Background: an optimization exercise with open tools, aiming at small area, a short achievable clock period and few clock cycles per item. Do not read the settings as production practice. RTL that was checked went through simulation tests only; none was proved equivalent to the original.

==> module SHA1_hash, before the edit <==
module SHA1_hash (
    input              clk,
    input              nreset,
    input              start_hash,
    input      [31:0]  message_addr,
    input      [31:0]  message_size,
    output     [159:0] hash,
    output reg         done,
    input      [31:0]  port_A_data_out,
    output     [15:0]  port_A_addr
);
localparam [31:0] H0I = 32'h67452301, H1I = 32'hefcdab89, H2I = 32'h98badcfe,
                  H3I = 32'h10325476, H4I = 32'hc3d2e1f0;
localparam [31:0] K0 = 32'h5a827999, K1 = 32'h6ed9eba1, K2 = 32'h8f1bbcdc,
                  K3 = 32'hca62c1d6;
reg        run;         
reg        first;       
reg        lastblk;     
reg        past;        
reg [6:0]  t;           
reg [14:0] rq;          
reg [13:0] raddr;       
reg        c_inc;       
reg        c_ld;        
reg        c_part;      
reg        c_len;       
reg        c_hupd;      
reg        c_hxa;       
reg        c_ldc;       
reg        c_ldb;       
reg        c_lda;       
reg [1:0]  c_k;         
reg        c_ch, c_maj; 
reg        c_fin;       
assign port_A_addr = {raddr, 2'b00};
wire start  = !run && !done && start_hash;
wire finish = run && c_fin;
wire run_n  = start || (run && !c_fin);
wire       first_n = !run || (first && t != 7'd81);
wire [6:0] tn = !run ? 7'd76 : (t == 7'd81) ? 7'd0 : t + 7'd1;
wire       ldn = (tn >= 7'd79) || (tn <= 7'd12);
always @(posedge clk or negedge nreset) begin
    if (!nreset) begin
        run    <= 1'b0;
        done   <= 1'b0;
        raddr  <= 14'd0;
        c_hupd <= 1'b0;
    end else begin
        run    <= run_n;
        c_hupd <= run_n && (tn >= 7'd76) && (tn <= 7'd80);
        if (finish)
            done <= 1'b1;
        if (start)
            raddr <= message_addr[15:2];
        else if (run && c_inc)
            raddr <= raddr + 14'd1;
    end
end
always @(posedge clk) begin
    t      <= tn;
    c_inc  <= (tn >= 7'd78) || (tn <= 7'd11);
    c_ld   <= ldn;
    c_part <= ldn && (c_ld ? (rq == 15'd1) : (rq == 15'd0));
    c_len  <= (tn == 7'd12) && past;
    c_hxa  <= (tn >= 7'd79);
    c_ldc  <= (tn == 7'd79) || (tn == 7'd80);
    c_ldb  <= (tn == 7'd80);
    c_lda  <= (tn >= 7'd80);
    c_k    <= (tn <= 7'd16 || tn >= 7'd79) ? 2'd0 :
              (tn <= 7'd36) ? 2'd1 : (tn <= 7'd56) ? 2'd2 : 2'd3;
    c_ch   <= (tn <= 7'd18) || (tn == 7'd81);
    c_maj  <= (tn >= 7'd39) && (tn <= 7'd58);
    c_fin  <= (tn == 7'd80) && lastblk;
    first <= first_n;
    if (!run) begin
        rq      <= message_size[16:2];
        lastblk <= 1'b0;
        past    <= 1'b0;
    end else begin
        if (c_ld)
            rq <= rq - 15'd1;
        if (c_ld && c_part)
            past <= 1'b1;
        if (c_ld && c_len)
            lastblk <= 1'b1;
    end
end
wire [31:0] word_in = {port_A_data_out[7:0], port_A_data_out[15:8],
                       port_A_data_out[23:16], port_A_data_out[31:24]};
wire        w_full = !past && !c_part;
reg  [31:0] mword;
always @* begin
    if (w_full)
        mword = word_in;
    else if (c_part)
        case (message_size[1:0])
            2'd0: mword = 32'h80000000;
            2'd1: mword = {word_in[31:24], 24'h800000};
            2'd2: mword = {word_in[31:16], 16'h8000};
            default: mword = {word_in[31:8], 8'h80};
        endcase
    else if (c_len)
        mword = {12'd0, message_size[16:0], 3'b000};
    else
        mword = 32'd0;
end
reg  [31:0] W [0:15];
wire [31:0] wx = W[13] ^ W[8] ^ W[2] ^ W[0];
integer i;
always @(posedge clk) begin
    for (i = 0; i < 15; i = i + 1)
        W[i] <= W[i+1];
    W[15] <= c_ld ? mword : {wx[30:0], wx[31]};
end
function [31:0] add32;
    input [31:0] x, y;
    reg [31:0] g, p, g2, p2;
    integer k, d;
    begin
        g = x & y;
        p = x ^ y;
        for (d = 1; d < 32; d = d * 2) begin
            g2 = g;
            p2 = p;
            for (k = 0; k < 32; k = k + 1)
                if (k & d) begin
                    g2[k] = g[k] | (p[k] & g[(k & ~(d - 1)) - 1]);
                    p2[k] = p[k] & p[(k & ~(d - 1)) - 1];
                end
            g = g2;
            p = p2;
        end
        add32 = x ^ y ^ {g[30:0], 1'b0};
    end
endfunction
reg [31:0] A, B, C, CK, Y, Z;
reg [31:0] Q0, Q1, Q2, Q3, Q4;
assign hash = {Q0, Q1, Q2, Q3, Q4};
wire [31:0] Br = {B[1:0], B[31:2]};    
reg [31:0] kz;
always @* begin
    case (c_k)
        2'd0: kz = K0;
        2'd1: kz = K1;
        2'd2: kz = K2;
        default: kz = K3;
    endcase
end
wire [31:0] fy = c_ch  ? ((A & Br) | (~A & C)) :
                 c_maj ? ((A & Br) | (A & C) | (Br & C)) :
                         (A ^ Br ^ C);
wire [31:0] hx = c_hxa ? A : {A[1:0], A[31:2]};
wire [31:0] hsum = add32(Q4, hx);
reg  [31:0] hinit;
always @* begin
    case (t[2:0])
        3'd4: hinit = H4I;    
        3'd5: hinit = H3I;
        3'd6: hinit = H2I;
        3'd7: hinit = H1I;
        default: hinit = H0I;  
    endcase
end
always @(posedge clk) begin
    Z <= add32(CK, W[15]);
    CK <= add32(c_ldc ? Q2 : Br, kz);
    Y <= add32(fy, Z);
    A <= c_lda ? Q0 : add32({A[26:0], A[31:27]}, Y);
    B <= c_ldb ? {Q1[29:0], Q1[31:30]} : A;
    C <= c_ldc ? Q2 : Br;
    if (c_hupd) begin
        Q0 <= first ? hinit : hsum;
        Q1 <= Q0;
        Q2 <= Q1;
        Q3 <= Q2;
        Q4 <= Q3;
    end
end
endmodule
==> flow/config.mk <==
export PLATFORM = sky130hd
export DESIGN_NAME = SHA1_hash
export DESIGN_NICKNAME = SHA1_hash
export VERILOG_FILES = /design/flow/design.v
export SDC_FILE = /design/flow/constraint.sdc
export NUM_CORES = 4
export LEC_CHECK = 0
export CAP_MARGIN = 20
export CORE_MARGIN = 2
export CORE_UTILIZATION = 40
export CTS_CLUSTER_DIAMETER = 60
export CTS_CLUSTER_SIZE = 30
export SETUP_SLACK_MARGIN = 3.0
export SLEW_MARGIN = 20
==> flow/constraint.sdc <==
create_clock -name core_clock -period 6.0 [get_ports {clk}]
set_input_delay 1.2000 -clock core_clock [delete_from_list [all_inputs] [get_ports {clk}]]
set_output_delay 1.2000 -clock core_clock [all_outputs]
set_load 0.01 [all_outputs]
standard.sh (not shown) runs the stock make flow with config.mk's settings and CLKGATE_MAP_FILE= SYNTH_SCRIPT=/design/flow/synth_recipe.tcl, a recipe that flattens the netlist after the stock synthesis.
==> flow/flow/run.sh <==
#!/bin/bash
# Own flow: the standard layout (standard.sh) with three changes:
# - synthesis maps adders without Yosys's full-adder extraction
#   (ADDER_MAP_FILE empty) and with a delay-driven ABC script
#   (flow/abc_speed.script, copied over ORFS's);
# - ports are buffered with a plain buffer instead of a delay buffer.
# Each step's output goes to a log file of its own here.
set -euo pipefail
W=$PWD
rm -rf "$W/scripts_own"
cp -r "$FLOW_HOME/scripts" "$W/scripts_own"
cp "$W/flow/abc_speed.script" "$W/scripts_own/abc_speed.script"
bash standard.sh SCRIPTS_DIR="$W/scripts_own" ADDER_MAP_FILE= synth > "$W/synth.log" 2>&1
bash standard.sh "BUFFER_PORTS_ARGS=-buffer_cell sky130_fd_sc_hd__buf_2" > "$W/layout.log" 2>&1
==> flow/flow/abc_speed.script <==
strash
dch
map -D 1800
buffer -c
upsize -c -D 1800
dnsize -c -D 1800
==> next run, changes <==
--- a/flow/design.v
+++ b/flow/design.v
@@ -21,8 +21,9 @@
 reg [14:0] rq;          
 reg [13:0] raddr;       
 reg        c_inc;       
 reg        c_ld;        
+reg        c_ldw;       
 reg        c_part;      
 reg        c_len;       
 reg        c_hupd;      
 reg        c_hxa;       
@@ -59,9 +60,10 @@
 always @(posedge clk) begin
     t      <= tn;
     c_inc  <= (tn >= 7'd78) || (tn <= 7'd11);
     c_ld   <= ldn;
-    c_part <= ldn && (c_ld ? (rq == 15'd1) : (rq == 15'd0));
+    c_ldw  <= run && (t >= 7'd78 || t <= 7'd11);
+    c_part <= c_ld ? (rq == 15'd1) : (rq == 15'd0);
     c_len  <= (tn == 7'd12) && past;
     c_hxa  <= (tn >= 7'd79);
     c_ldc  <= (tn == 7'd79) || (tn == 7'd80);
     c_ldb  <= (tn == 7'd80);
@@ -109,9 +111,9 @@
 integer i;
 always @(posedge clk) begin
     for (i = 0; i < 15; i = i + 1)
         W[i] <= W[i+1];
-    W[15] <= c_ld ? mword : {wx[30:0], wx[31]};
+    W[15] <= c_ldw ? mword : {wx[30:0], wx[31]};
 end
 function [31:0] add32;
     input [31:0] x, y;
     reg [31:0] g, p, g2, p2;
Routed wire length came out lower by 0.57%; worst hold slack got worse by 0.0033 ns; setup slack gets better by 0.042 ns; clock skew hardly moves; utilization came out lower by 0.24 points; die area barely changes; fmax climbs by 1.5%; sequential share of layout area goes up by 0.35 points; final cell count drops by 0.88%; final area goes down by about 0.5%; clock-buffer cell count drops by 5.
Testbench counts after the change, summed over its fixed seeds: cycles 214,546, bytes 152,657.
The RTL of the first run of this note was laid out without a check of its function.

* * *

lane 1:
The RTL this note starts from:
==> flow/design.v <==
module SHA1_hash (
    input              clk,
    input              nreset,
    input              start_hash,
    input      [31:0]  message_addr,
    input      [31:0]  message_size,
    output     [159:0] hash,
    output reg         done,
    input      [31:0]  port_A_data_out,
    output     [15:0]  port_A_addr
);
localparam [31:0] H0I = 32'h67452301, H1I = 32'hefcdab89, H2I = 32'h98badcfe,
                  H3I = 32'h10325476, H4I = 32'hc3d2e1f0;
localparam [31:0] K0 = 32'h5a827999, K1 = 32'h6ed9eba1, K2 = 32'h8f1bbcdc,
                  K3 = 32'hca62c1d6;
reg        run;         
reg        first;       
reg        lastblk;     
reg        past;        
reg [6:0]  t;           
reg [14:0] rq;          
reg [13:0] raddr;       
reg        c_inc;       
reg        c_ld;        
reg        c_ldw;       
reg        c_part;      
reg        c_len;       
reg        c_hupd;      
reg        c_hxa;       
reg        c_ldc;       
reg        c_ldb;       
reg        c_lda;       
reg [1:0]  c_k;         
reg        c_ch, c_maj; 
reg        c_fin;       
assign port_A_addr = {raddr, 2'b00};
wire start  = !run && !done && start_hash;
wire finish = run && c_fin;
wire run_n  = start || (run && !c_fin);
wire       first_n = !run || (first && t != 7'd81);
wire [6:0] tn = !run ? 7'd76 : (t == 7'd81) ? 7'd0 : t + 7'd1;
wire       ldn = (tn >= 7'd79) || (tn <= 7'd12);
always @(posedge clk or negedge nreset) begin
    if (!nreset) begin
        run    <= 1'b0;
        done   <= 1'b0;
        raddr  <= 14'd0;
        c_hupd <= 1'b0;
    end else begin
        run    <= run_n;
        c_hupd <= run_n && (tn >= 7'd76) && (tn <= 7'd80);
        if (finish)
            done <= 1'b1;
        if (start)
            raddr <= message_addr[15:2];
        else if (run && c_inc)
            raddr <= raddr + 14'd1;
    end
end
always @(posedge clk) begin
    t      <= tn;
    c_inc  <= (tn >= 7'd78) || (tn <= 7'd11);
    c_ld   <= ldn;
    c_ldw  <= run && (t >= 7'd78 || t <= 7'd11);
    c_part <= c_ld ? (rq == 15'd1) : (rq == 15'd0);
    c_len  <= (tn == 7'd12) && past;
    c_hxa  <= (tn >= 7'd79);
    c_ldc  <= (tn == 7'd79) || (tn == 7'd80);
    c_ldb  <= (tn == 7'd80);
    c_lda  <= (tn >= 7'd80);
    c_k    <= (tn <= 7'd16 || tn >= 7'd79) ? 2'd0 :
              (tn <= 7'd36) ? 2'd1 : (tn <= 7'd56) ? 2'd2 : 2'd3;
    c_ch   <= (tn <= 7'd18) || (tn == 7'd81);
    c_maj  <= (tn >= 7'd39) && (tn <= 7'd58);
    c_fin  <= (tn == 7'd80) && lastblk;
    first <= first_n;
    if (!run) begin
        rq      <= message_size[16:2];
        lastblk <= 1'b0;
        past    <= 1'b0;
    end else begin
        if (c_ld)
            rq <= rq - 15'd1;
        if (c_ld && c_part)
            past <= 1'b1;
        if (c_ld && c_len)
            lastblk <= 1'b1;
    end
end
wire [31:0] word_in = {port_A_data_out[7:0], port_A_data_out[15:8],
                       port_A_data_out[23:16], port_A_data_out[31:24]};
wire        w_full = !past && !c_part;
reg  [31:0] mword;
always @* begin
    if (w_full)
        mword = word_in;
    else if (c_part)
        case (message_size[1:0])
            2'd0: mword = 32'h80000000;
            2'd1: mword = {word_in[31:24], 24'h800000};
            2'd2: mword = {word_in[31:16], 16'h8000};
            default: mword = {word_in[31:8], 8'h80};
        endcase
    else if (c_len)
        mword = {12'd0, message_size[16:0], 3'b000};
    else
        mword = 32'd0;
end
reg  [31:0] W [0:15];
wire [31:0] wx = W[13] ^ W[8] ^ W[2] ^ W[0];
integer i;
always @(posedge clk) begin
    for (i = 0; i < 15; i = i + 1)
        W[i] <= W[i+1];
    W[15] <= c_ldw ? mword : {wx[30:0], wx[31]};
end
function [31:0] add32;
    input [31:0] x, y;
    reg [31:0] g, p, g2, p2;
    integer k, d;
    begin
        g = x & y;
        p = x ^ y;
        for (d = 1; d < 32; d = d * 2) begin
            g2 = g;
            p2 = p;
            for (k = 0; k < 32; k = k + 1)
                if (k & d) begin
                    g2[k] = g[k] | (p[k] & g[(k & ~(d - 1)) - 1]);
                    p2[k] = p[k] & p[(k & ~(d - 1)) - 1];
                end
            g = g2;
            p = p2;
        end
        add32 = x ^ y ^ {g[30:0], 1'b0};
    end
endfunction
reg [31:0] A, B, C, CK, Y, Z;
reg [31:0] Q0, Q1, Q2, Q3, Q4;
assign hash = {Q0, Q1, Q2, Q3, Q4};
wire [31:0] Br = {B[1:0], B[31:2]};    
reg [31:0] kz;
always @* begin
    case (c_k)
        2'd0: kz = K0;
        2'd1: kz = K1;
        2'd2: kz = K2;
        default: kz = K3;
    endcase
end
wire [31:0] fy = c_ch  ? ((A & Br) | (~A & C)) :
                 c_maj ? ((A & Br) | (A & C) | (Br & C)) :
                         (A ^ Br ^ C);
wire [31:0] hx = c_hxa ? A : {A[1:0], A[31:2]};
wire [31:0] hsum = add32(Q4, hx);
reg  [31:0] hinit;
always @* begin
    case (t[2:0])
        3'd4: hinit = H4I;    
        3'd5: hinit = H3I;
        3'd6: hinit = H2I;
        3'd7: hinit = H1I;
        default: hinit = H0I;  
    endcase
end
always @(posedge clk) begin
    Z <= add32(CK, W[15]);
    CK <= add32(c_ldc ? Q2 : Br, kz);
    Y <= fy + Z;
    A <= c_lda ? Q0 : ({A[26:0], A[31:27]} + Y);
    B <= c_ldb ? {Q1[29:0], Q1[31:30]} : A;
    C <= c_ldc ? Q2 : Br;
    if (c_hupd) begin
        Q0 <= first ? hinit : hsum;
        Q1 <= Q0;
        Q2 <= Q1;
        Q3 <= Q2;
        Q4 <= Q3;
    end
end
endmodule
==> flow/config.mk <==
export PLATFORM = sky130hd
export DESIGN_NAME = SHA1_hash
export DESIGN_NICKNAME = SHA1_hash
export VERILOG_FILES = /design/flow/design.v
export SDC_FILE = /design/flow/constraint.sdc
export NUM_CORES = 4
export LEC_CHECK = 0
export CAP_MARGIN = 20
export CORE_MARGIN = 2
export CORE_UTILIZATION = 40
export SETUP_SLACK_MARGIN = 3.1
export SLEW_MARGIN = 20
export TNS_END_PERCENT = 10
==> flow/constraint.sdc <==
create_clock -name core_clock -period 6.0 [get_ports {clk}]
set_input_delay 1.2000 -clock core_clock [delete_from_list [all_inputs] [get_ports {clk}]]
set_output_delay 1.2000 -clock core_clock [all_outputs]
set_load 0.01 [all_outputs]
==> flow/flow/run.sh <==
#!/bin/bash
# Own flow: the standard layout (standard.sh) with three changes:
# - synthesis maps adders without Yosys's full-adder extraction
#   (ADDER_MAP_FILE empty) and with a delay-driven ABC script
#   (flow/abc_speed.script, copied over ORFS's);
# - ports are buffered with a plain buffer instead of a delay buffer;
# - clock tree sinks are clustered in groups of up to 30, without dummy loads.
# Each step's output goes to a log file of its own here.
set -euo pipefail
W=$PWD
rm -rf "$W/scripts_own"
cp -r "$FLOW_HOME/scripts" "$W/scripts_own"
cp "$W/flow/abc_speed.script" "$W/scripts_own/abc_speed.script"
bash standard.sh SCRIPTS_DIR="$W/scripts_own" ADDER_MAP_FILE= synth > "$W/synth.log" 2>&1
bash standard.sh "BUFFER_PORTS_ARGS=-buffer_cell sky130_fd_sc_hd__buf_2" \
  "CTS_ARGS=-sink_clustering_enable -repair_clock_nets -sink_clustering_size 30 -sink_clustering_max_diameter 60 -buf_list sky130_fd_sc_hd__clkbuf_16 -dont_use_dummy_load" > "$W/layout.log" 2>&1
Scripts as last shown in full above: flow/flow/abc_speed.script
The following lists how lane 2 was set up differently from lane 1:
-- flow/design.v --
<<< lane 1, line 167
    Z <= add32(CK, W[15]);
    CK <= add32(c_ldc ? Q2 : Br, kz);
    Y <= fy + Z;
    A <= c_lda ? Q0 : ({A[26:0], A[31:27]} + Y);
    B <= c_ldb ? {Q1[29:0], Q1[31:30]} : A;
    C <= c_ldc ? Q2 : Br;
>>> lane 2, line 167
    Z <= add32(CK, W[15]);
    CK <= add32(c_ldc ? Q2 : Br, kz);
    Y <= add32(fy, Z);
    A <= c_lda ? Q0 : add32({A[26:0], A[31:27]}, Y);
    B <= c_ldb ? {Q1[29:0], Q1[31:30]} : A;
    C <= c_ldc ? Q2 : Br;
Register-to-register setup slack (lower): lane 1
For lane 1, the critical path startpoint was A[28]$_DFF_P_, unlike lane 2, where it was c_hxa$_DFF_P_.
Relative to lane 1, die boundary width has gone down in lane 2.
Via count shrinks by a few percent when moving from lane 1 to lane 2.
Routed wire length per instance: lane 1 and lane 2 compared, lower one is lane 2
Total of clock buffers placed in the layout delta for lane 2 relative to lane 1: 9.8% higher
Lane 1 → lane 2: number of combinational gates with multiple inputs went down by 6.8%; largest stage delay on the critical path went down by 0.04 ns; required time at the worst-slack endpoint went down by 0.06 ns.
Testbench counts of lane 2, summed over its fixed seeds: cycles 214,546, bytes 152,657.
Function not checked in lane 1: the RTL went through the layout flow alone.

-- re-timing with driven ports --
How much do the figures lean on ideal ports? The routed layouts below were timed once more, with nothing changed but the port constraints. Step 1, drivers: a clkbuf_16 drives clk and a buf_2 each remaining input, both assumed. Step 2 also shifts input and output timing later by t, the mid clock arrival at the registers, as if the neighbouring blocks saw the same clock. Three values: no drivers, after step 1, after step 2; two values: the first two.
| run | shift t [ns] | setup WS [ns] | worst setup path at the end | clock arrival spread, ns |
|---|---|---|---|---|
| the first run of note 1 | 0.674 | 3.104 / 3.104 / 2.843 | input to register | 0.038 / 0.038 |
| the second run of note 1 | 0.676 | 3.146 / 3.146 / 2.914 | input to register | 0.047 / 0.047 |
| lane 1 | 0.695 | 3.126 / 3.126 / 2.837 | input to register | 0.083 / 0.083 |
| lane 2 | 0.654 | 3.165 / 3.165 / 2.944 | input to register | 0.080 / 0.080 |
After both steps every run listed still meets setup and hold. The setup slack of lane 1, which loses most, moves by 0.000 ns with the drivers and by -0.289 ns with both steps.
